From an optimization exercise on the open Yosys and OpenROAD flow, aimed at small area; shortcuts taken in it are not production practice. Power figures rest on the tool's default switching activity, not on a simulated workload.

==> inputs of run a <==
==> flow/design.v (excerpt) <==
module	CPU(clk, reset, instr, pc, reg0, reg1, reg2, reg3, reg4, reg5, reg6, reg7, dataMemValue0, dataMemValue1, dataMemValue2, dataMemValue3, dataMemValue4, dataMemValue5, dataMemValue6, dataMemValue7, ALUout, ALUin1, ALUin2, regDataIn);
==> module Prgm_Counter, before the edit <==
module    Prgm_Counter(clk, reset, PCsrc, offset, PCreg);
input                 PCsrc, clk, reset;
input         [7 : 0] offset;
output    reg [7 : 0] PCreg;
always@(posedge clk, negedge reset)
begin
    if (reset == 0)
        PCreg <= 8'd0;
    else
        PCreg <= PCreg + (PCsrc ? offset : 8'd0) + 8'd1;
end
endmodule
==> module ALU, before the edit <==
module ALU (op, A, B, sh, imm, ALUout);
    input		[3  : 0]	op;
    input		[15 : 0]	A, B;		 
    input		[2  : 0]	sh;
    input		[5  : 0]	imm;
    output	reg	[15 : 0]	ALUout;
    wire		[15 : 0]	addB = (op == 4'd0) ? B : {10'd0, imm};
    wire		[15 : 0]	sum  = A + addB;
    always@(*)
    begin
        case (op)
            4'd0, 4'd5, 4'd7, 4'd8:	ALUout = sum;
            4'd1:					ALUout = A << sh;
            4'd2:					ALUout = A >> sh;
            4'd3:					ALUout = A | B;
            4'd4:					ALUout = A & B;
            4'd6:					ALUout = {10'd0, imm};
            default:				ALUout = 16'd0;
        endcase
    end
endmodule
==> module CPU, before the edit <==
module	CPU(clk, reset, instr, pc, reg0, reg1, reg2, reg3, reg4, reg5, reg6, reg7, dataMemValue0, dataMemValue1, dataMemValue2, dataMemValue3, dataMemValue4, dataMemValue5, dataMemValue6, dataMemValue7, ALUout, ALUin1, ALUin2, regDataIn);
output	[15 : 0]	reg0, reg1, reg2, reg3, reg4, reg5, reg6, reg7, dataMemValue0, dataMemValue1, dataMemValue2, dataMemValue3, dataMemValue4, dataMemValue5, dataMemValue6, dataMemValue7, ALUout, ALUin1, ALUin2, regDataIn;
input				clk, reset;
input	[15 : 0]	instr;
output	[7  : 0]	pc;
wire	[3  : 0]	op		=	instr[3 : 0];
wire	[2  : 0]	rd		=	instr[6 : 4];
wire	[2  : 0]	rs1		=	instr[9 : 7];
wire	[2  : 0]	rs2		=	instr[12 : 10];
wire	[2  : 0]	sh		=	instr[15 : 13];
wire	[5  : 0]	imm		=	instr[15 : 10];
wire				isJump, isSw, isLw, regWrite, useImm, useSh;
Control_Unit	C2	(instr, isJump, isSw, isLw, regWrite, useImm, useSh);
Prgm_Counter	C1	(clk, reset, isJump, instr[11 : 4], pc);
wire	[2  : 0]	addrB	=	isSw ? rd : rs2;
wire	[15 : 0]	portA, portB;
RegFile			RF	(clk, reset, rs1, addrB, rd, regWrite, nextData, portA, portB,
					 reg0, reg1, reg2, reg3, reg4, reg5, reg6, reg7);
assign ALUin1 = portA;
assign ALUin2 = useSh ? {13'd0, sh} : useImm ? {10'd0, imm} : portB;
ALU				DP1	(op, portA, portB, sh, imm, ALUout);
wire	[15 : 0]	memRead;
DataMem			DM	(clk, reset, ALUout, isSw, portB, memRead,
					 dataMemValue0, dataMemValue1, dataMemValue2, dataMemValue3,
					 dataMemValue4, dataMemValue5, dataMemValue6, dataMemValue7);
wire	[15 : 0]	nextData	=	isLw ? memRead : ALUout;
DataPath		RDI	(clk, reset, nextData, regDataIn);
endmodule
Settings: LEC_CHECK=0, ABC_AREA=1, CAP_MARGIN=20, CORE_MARGIN=2, CORE_UTILIZATION=40, SETUP_SLACK_MARGIN=0.05, SLEW_MARGIN=20; clock period 7.0 ns.
standard.sh (not shown) runs the stock make flow with config.mk's settings and CLKGATE_MAP_FILE= SYNTH_SCRIPT=/design/flow/synth_recipe.tcl, a recipe that flattens the netlist after the stock synthesis.
==> flow/flow/run.sh <==
#!/bin/bash
# Standard ORFS layout with two changes: synthesis maps logic with an
# area-oriented ABC script (flow/abc_area.script), and the ports are
# buffered with the smallest buffer cell.
set -euo pipefail
W=$(pwd)
rm -rf "$W/scripts_mod"
cp -r "$FLOW_HOME/scripts" "$W/scripts_mod"
cp "$W/flow/abc_area.script" "$W/scripts_mod/abc_area.script"
bash "$W/standard.sh" "SCRIPTS_DIR=$W/scripts_mod" \
  "BUFFER_PORTS_ARGS=-buffer_cell sky130_fd_sc_hd__buf_1" finish > "$W/standard_make.log" 2>&1
==> flow/flow/abc_area.script <==
strash
dch -f
&get -n
&nf -R 1000 -p
&put
topo
==> run b: changes against run a <==
--- a/flow/design.v
+++ b/flow/design.v
@@ -3,4 +3,5 @@
 input         [7 : 0] offset;
 output    reg [7 : 0] PCreg;
+wire          [8 : 0] sum = {PCreg, 1'b1} + {(PCsrc ? offset : 8'd0), 1'b1};
 always@(posedge clk, negedge reset)
 begin
@@ -8,27 +9,90 @@
         PCreg <= 8'd0;
     else
-        PCreg <= PCreg + (PCsrc ? offset : 8'd0) + 8'd1;
-end
-endmodule
-module ALU (op, A, B, sh, imm, ALUout);
+        PCreg <= sum[8 : 1];
+end
+endmodule
+module ALU (op, A, X, sh, ALUout);
     input		[3  : 0]	op;
-    input		[15 : 0]	A, B;		 
+    input		[15 : 0]	A, X;
     input		[2  : 0]	sh;
-    input		[5  : 0]	imm;
     output	reg	[15 : 0]	ALUout;
-    wire		[15 : 0]	addB = (op == 4'd0) ? B : {10'd0, imm};
-    wire		[15 : 0]	sum  = A + addB;
+    wire		[15 : 0]	sum;
+    Adder16		ADD	(A, X, sum);
+    wire					left = ~op[1];
+    wire		[15 : 0]	Arev, src, shr, shrRev;
+    genvar i;
+    generate
+        for (i = 0; i < 16; i = i + 1) begin : g_rev
+            assign Arev[i]   = A[15 - i];
+            assign shrRev[i] = shr[15 - i];
+        end
+    endgenerate
+    assign src = left ? Arev : A;
+    assign shr = src >> sh;
     always@(*)
     begin
         case (op)
             4'd0, 4'd5, 4'd7, 4'd8:	ALUout = sum;
-            4'd1:					ALUout = A << sh;
-            4'd2:					ALUout = A >> sh;
-            4'd3:					ALUout = A | B;
-            4'd4:					ALUout = A & B;
-            4'd6:					ALUout = {10'd0, imm};
+            4'd1:					ALUout = shrRev;
+            4'd2:					ALUout = shr;
+            4'd3:					ALUout = A | X;
+            4'd4:					ALUout = A & X;
+            4'd6:					ALUout = X;
             default:				ALUout = 16'd0;
         endcase
     end
+endmodule
+module Adder16 (a, b, s);
+    input		[15 : 0]	a, b;
+    output		[15 : 0]	s;
+    wire		[15 : 0]	g = a & b;
+    wire		[15 : 0]	p = a ^ b;
+    wire		[15 : 0]	G1, P1, G2, P2, G3, P3;
+    wire		[15 : 0]	C;
+    genvar i;
+    generate
+        for (i = 0; i < 16; i = i + 1) begin : g_l1
+            if (i % 2 == 1) begin : g_o
+                assign G1[i] = g[i] | (p[i] & g[i-1]);
+                assign P1[i] = p[i] & p[i-1];
+            end else begin : g_e
+                assign G1[i] = g[i];
+                assign P1[i] = p[i];
+            end
+        end
+        for (i = 0; i < 16; i = i + 1) begin : g_l2
+            if (i % 4 == 3) begin : g_o
+                assign G2[i] = G1[i] | (P1[i] & G1[i-2]);
+                assign P2[i] = P1[i] & P1[i-2];
+            end else begin : g_e
+                assign G2[i] = G1[i];
+                assign P2[i] = P1[i];
+            end
+        end
+        for (i = 0; i < 16; i = i + 1) begin : g_l3
+            if (i % 8 == 7) begin : g_o
+                assign G3[i] = G2[i] | (P2[i] & G2[i-4]);
+                assign P3[i] = P2[i] & P2[i-4];
+            end else begin : g_e
+                assign G3[i] = G2[i];
+                assign P3[i] = P2[i];
+            end
+        end
+    endgenerate
+    assign C[0]  = g[0];
+    assign C[1]  = G1[1];
+    assign C[3]  = G2[3];
+    assign C[7]  = G3[7];
+    assign C[15] = G3[15] | (P3[15] & C[7]);
+    assign C[11] = G2[11] | (P2[11] & C[7]);
+    assign C[5]  = G1[5]  | (P1[5]  & C[3]);
+    assign C[9]  = G1[9]  | (P1[9]  & C[7]);
+    assign C[13] = G1[13] | (P1[13] & C[11]);
+    generate
+        for (i = 2; i < 16; i = i + 2) begin : g_l7
+            assign C[i] = g[i] | (p[i] & C[i-1]);
+        end
+    endgenerate
+    assign s = p ^ {C[14 : 0], 1'b0};
 endmodule
 module Control_Unit(inst_in, isJump, isSw, isLw, regWrite, useImm, useSh);
@@ -157,5 +221,5 @@
 assign ALUin1 = portA;
 assign ALUin2 = useSh ? {13'd0, sh} : useImm ? {10'd0, imm} : portB;
-ALU				DP1	(op, portA, portB, sh, imm, ALUout);
+ALU				DP1	(op, portA, ALUin2, sh, ALUout);
 wire	[15 : 0]	memRead;
 DataMem			DM	(clk, reset, ALUout, isSw, portB, memRead,
==> flow/flow/run.sh (replaced) <==
#!/bin/bash
# Standard ORFS layout with these changes: synthesis maps logic with an
# area-oriented ABC script (flow/abc_area.script), except the adder, which
# is mapped with ORFS's speed script (flow/patch_synth.py); and the ports
# are buffered with the smallest buffer cell.
set -euo pipefail
W=$(pwd)
rm -rf "$W/scripts_mod"
cp -r "$FLOW_HOME/scripts" "$W/scripts_mod"
cp "$W/flow/abc_area.script" "$W/scripts_mod/abc_area.script"
python3 "$W/flow/patch_synth.py" "$W/scripts_mod/synth.tcl"
bash "$W/standard.sh" "SCRIPTS_DIR=$W/scripts_mod" \
  "BUFFER_PORTS_ARGS=-buffer_cell sky130_fd_sc_hd__buf_1" finish > "$W/standard_make.log" 2>&1
==> flow/flow/patch_synth.py (new file) <==
# Patch the copied ORFS synth.tcl: keep module Adder16 as its own module
# through synthesis and map it with ABC's speed script; the rest of the
# design is mapped with the area script. synth_recipe.tcl flattens afterwards.
import sys
path = sys.argv[1]
s = open(path).read()
a = "hierarchy -check -top $::env(DESIGN_NAME)\n"
assert a in s
s = s.replace(a, a + "setattr -mod -set keep_hierarchy 1 Adder16\n", 1)
b = "  log_cmd abc {*}$abc_args\n"
assert b in s
s = s.replace(b,
    "  set fast_args [lreplace $abc_args 1 1 $::env(SCRIPTS_DIR)/abc_speed.script]\n"
    "  log_cmd abc {*}$abc_args $::env(DESIGN_NAME)\n"
    "  log_cmd abc {*}$fast_args Adder16\n", 1)
open(path, "w").write(s)
==> run c: changes against run a <==
--- a/flow/design.v
+++ b/flow/design.v
@@ -3,4 +3,5 @@
 input         [7 : 0] offset;
 output    reg [7 : 0] PCreg;
+wire          [8 : 0] sum = {PCreg, 1'b1} + {(PCsrc ? offset : 8'd0), 1'b1};
 always@(posedge clk, negedge reset)
 begin
@@ -8,27 +9,90 @@
         PCreg <= 8'd0;
     else
-        PCreg <= PCreg + (PCsrc ? offset : 8'd0) + 8'd1;
-end
-endmodule
-module ALU (op, A, B, sh, imm, ALUout);
+        PCreg <= sum[8 : 1];
+end
+endmodule
+module ALU (op, A, X, sh, ALUout);
     input		[3  : 0]	op;
-    input		[15 : 0]	A, B;		 
+    input		[15 : 0]	A, X;
     input		[2  : 0]	sh;
-    input		[5  : 0]	imm;
     output	reg	[15 : 0]	ALUout;
-    wire		[15 : 0]	addB = (op == 4'd0) ? B : {10'd0, imm};
-    wire		[15 : 0]	sum  = A + addB;
+    wire		[15 : 0]	sum;
+    Adder16		ADD	(A, X, sum);
+    wire					left = ~op[1];
+    wire		[15 : 0]	Arev, src, shr, shrRev;
+    genvar i;
+    generate
+        for (i = 0; i < 16; i = i + 1) begin : g_rev
+            assign Arev[i]   = A[15 - i];
+            assign shrRev[i] = shr[15 - i];
+        end
+    endgenerate
+    assign src = left ? Arev : A;
+    assign shr = src >> sh;
     always@(*)
     begin
         case (op)
             4'd0, 4'd5, 4'd7, 4'd8:	ALUout = sum;
-            4'd1:					ALUout = A << sh;
-            4'd2:					ALUout = A >> sh;
-            4'd3:					ALUout = A | B;
-            4'd4:					ALUout = A & B;
-            4'd6:					ALUout = {10'd0, imm};
+            4'd1:					ALUout = shrRev;
+            4'd2:					ALUout = shr;
+            4'd3:					ALUout = A | X;
+            4'd4:					ALUout = A & X;
+            4'd6:					ALUout = X;
             default:				ALUout = 16'd0;
         endcase
     end
+endmodule
+module Adder16 (a, b, s);
+    input		[15 : 0]	a, b;
+    output		[15 : 0]	s;
+    wire		[15 : 0]	g = a & b;
+    wire		[15 : 0]	p = a ^ b;
+    wire		[15 : 0]	G1, P1, G2, P2, G3, P3;
+    wire		[15 : 0]	C;
+    genvar i;
+    generate
+        for (i = 0; i < 16; i = i + 1) begin : g_l1
+            if (i % 2 == 1) begin : g_o
+                assign G1[i] = g[i] | (p[i] & g[i-1]);
+                assign P1[i] = p[i] & p[i-1];
+            end else begin : g_e
+                assign G1[i] = g[i];
+                assign P1[i] = p[i];
+            end
+        end
+        for (i = 0; i < 16; i = i + 1) begin : g_l2
+            if (i % 4 == 3) begin : g_o
+                assign G2[i] = G1[i] | (P1[i] & G1[i-2]);
+                assign P2[i] = P1[i] & P1[i-2];
+            end else begin : g_e
+                assign G2[i] = G1[i];
+                assign P2[i] = P1[i];
+            end
+        end
+        for (i = 0; i < 16; i = i + 1) begin : g_l3
+            if (i % 8 == 7) begin : g_o
+                assign G3[i] = G2[i] | (P2[i] & G2[i-4]);
+                assign P3[i] = P2[i] & P2[i-4];
+            end else begin : g_e
+                assign G3[i] = G2[i];
+                assign P3[i] = P2[i];
+            end
+        end
+    endgenerate
+    assign C[0]  = g[0];
+    assign C[1]  = G1[1];
+    assign C[3]  = G2[3];
+    assign C[7]  = G3[7];
+    assign C[15] = G3[15] | (P3[15] & C[7]);
+    assign C[11] = G2[11] | (P2[11] & C[7]);
+    assign C[5]  = G1[5]  | (P1[5]  & C[3]);
+    assign C[9]  = G1[9]  | (P1[9]  & C[7]);
+    assign C[13] = G1[13] | (P1[13] & C[11]);
+    generate
+        for (i = 2; i < 16; i = i + 2) begin : g_l7
+            assign C[i] = g[i] | (p[i] & C[i-1]);
+        end
+    endgenerate
+    assign s = p ^ {C[14 : 0], 1'b0};
 endmodule
 module Control_Unit(inst_in, isJump, isSw, isLw, regWrite, useImm, useSh);
@@ -157,5 +221,5 @@
 assign ALUin1 = portA;
 assign ALUin2 = useSh ? {13'd0, sh} : useImm ? {10'd0, imm} : portB;
-ALU				DP1	(op, portA, portB, sh, imm, ALUout);
+ALU				DP1	(op, portA, ALUin2, sh, ALUout);
 wire	[15 : 0]	memRead;
 DataMem			DM	(clk, reset, ALUout, isSw, portB, memRead,
==> comparison table <==
metric                                                                                                          run a                          run c                          run b
Result of the run                                                                            finished with violations       finished with violations       finished with violations
Reasons for failing layout checks                                                                        setup timing                   setup timing                   setup timing
Count of nets after finishing                                                                                    4035                           4078                           4057
Count of multi-input gates                                                                                       2353                           2278                           2226
Number of instances resized during post-cts repair                                                                 35                            177                            334
Total via count in the routed design                                                                            29700                          29700                          30400
Smallest hold slack                                                                                            507 ps                         502 ps                         509 ps
Via density                                                                                                      5.93                           5.90                           6.07
Met3 routing resource usage after global routing                                                                5.53%                          5.02%                          6.38%
Post-synthesis share of cell area spent on full adders, half adders and majority gates                          1.08%                          2.28%                          1.48%
Most common cell in the synthesized netlist                                                                    nor2_1                        dfrtp_1                        dfrtp_1
Sink of the worst hold path                                                             DM.g_w[12].W.q[2]$_DFFE_PN1P_  DM.g_w[10].W.q[1]$_DFFE_PN1P_  DM.g_w[12].W.q[2]$_DFFE_PN1P_
Postcts setup bufs                                                                                                 13                             53                             70
Hold path startpoint                                                                    DM.g_w[12].W.q[2]$_DFFE_PN1P_  DM.g_w[10].W.q[1]$_DFFE_PN1P_  DM.g_w[12].W.q[2]$_DFFE_PN1P_
Switching share of total power                                                                                  34.0%                          34.0%                          34.4%
Met1 wire length                                                                                             51500 µm                       50000 µm                       51200 µm
Static Leakage                                                                                              0.0186 µW                      0.0194 µW                      0.0196 µW
Power density of the placed cells                                                                          283 nW/µm²                     272 nW/µm²                     271 nW/µm²
Antenna violations before repair                                                                                    1                              0                              3
Final WS setup                                                                                               -35.3 ps                        -949 ps                        -391 ps
Wire length of the first global-routing pass                                                                184000 µm                      178000 µm                      188000 µm
Pin count of the biggest net entering global routing                                                              167                            145                            156
Routed length on met3                                                                                         9980 µm                        9610 µm                       10800 µm
Power in sequential cells                                                                                     4770 µW                        4780 µW                        4880 µW
Switching power summed over all nets                                                                          3960 µW                        4040 µW                        4200 µW
Worst setup slack after placement                                                                             -711 ps                       -1590 ps                       -1030 ps
Function was not checked in any run of this note: the RTL went through the layout flow alone.

[separate check: timing with driven ports]
Ports are ideal in the flow. The routed layouts listed here were re-timed in OpenROAD.
Step 1 assumes that a clkbuf_16 drives the clock port and a buf_2 every other input.
Step 2 adds t to the input delays and takes it off the output delays; t is the mean of the earliest and latest rising clock arrival at the registers after step 1. Input paths then give back, and output paths get back, about the clock's delay inside the block.
Three values: no drivers, after step 1, after step 2; two values: the first two.
| run | t, ns | setup slack, ns | hold slack, ns | worst setup path at the end | pins driven straight from the clock port |
|---|---|---|---|---|---|
| run a | 0.707 | -0.035 / -0.061 / -0.649 | 0.507 / 0.507 / 0.507 | input to register | 1 |
| run b | 0.680 | -0.391 / -0.427 / -1.028 | 0.509 / 0.509 / 0.509 | input to register | 1 |
| run c | 0.684 | -0.949 / -0.983 / -1.585 | 0.502 / 0.502 / 0.502 | input to register | 1 |
For run b, which loses most, drivers alone change the setup slack by -0.036 ns; drivers and shift together by -0.637 ns.
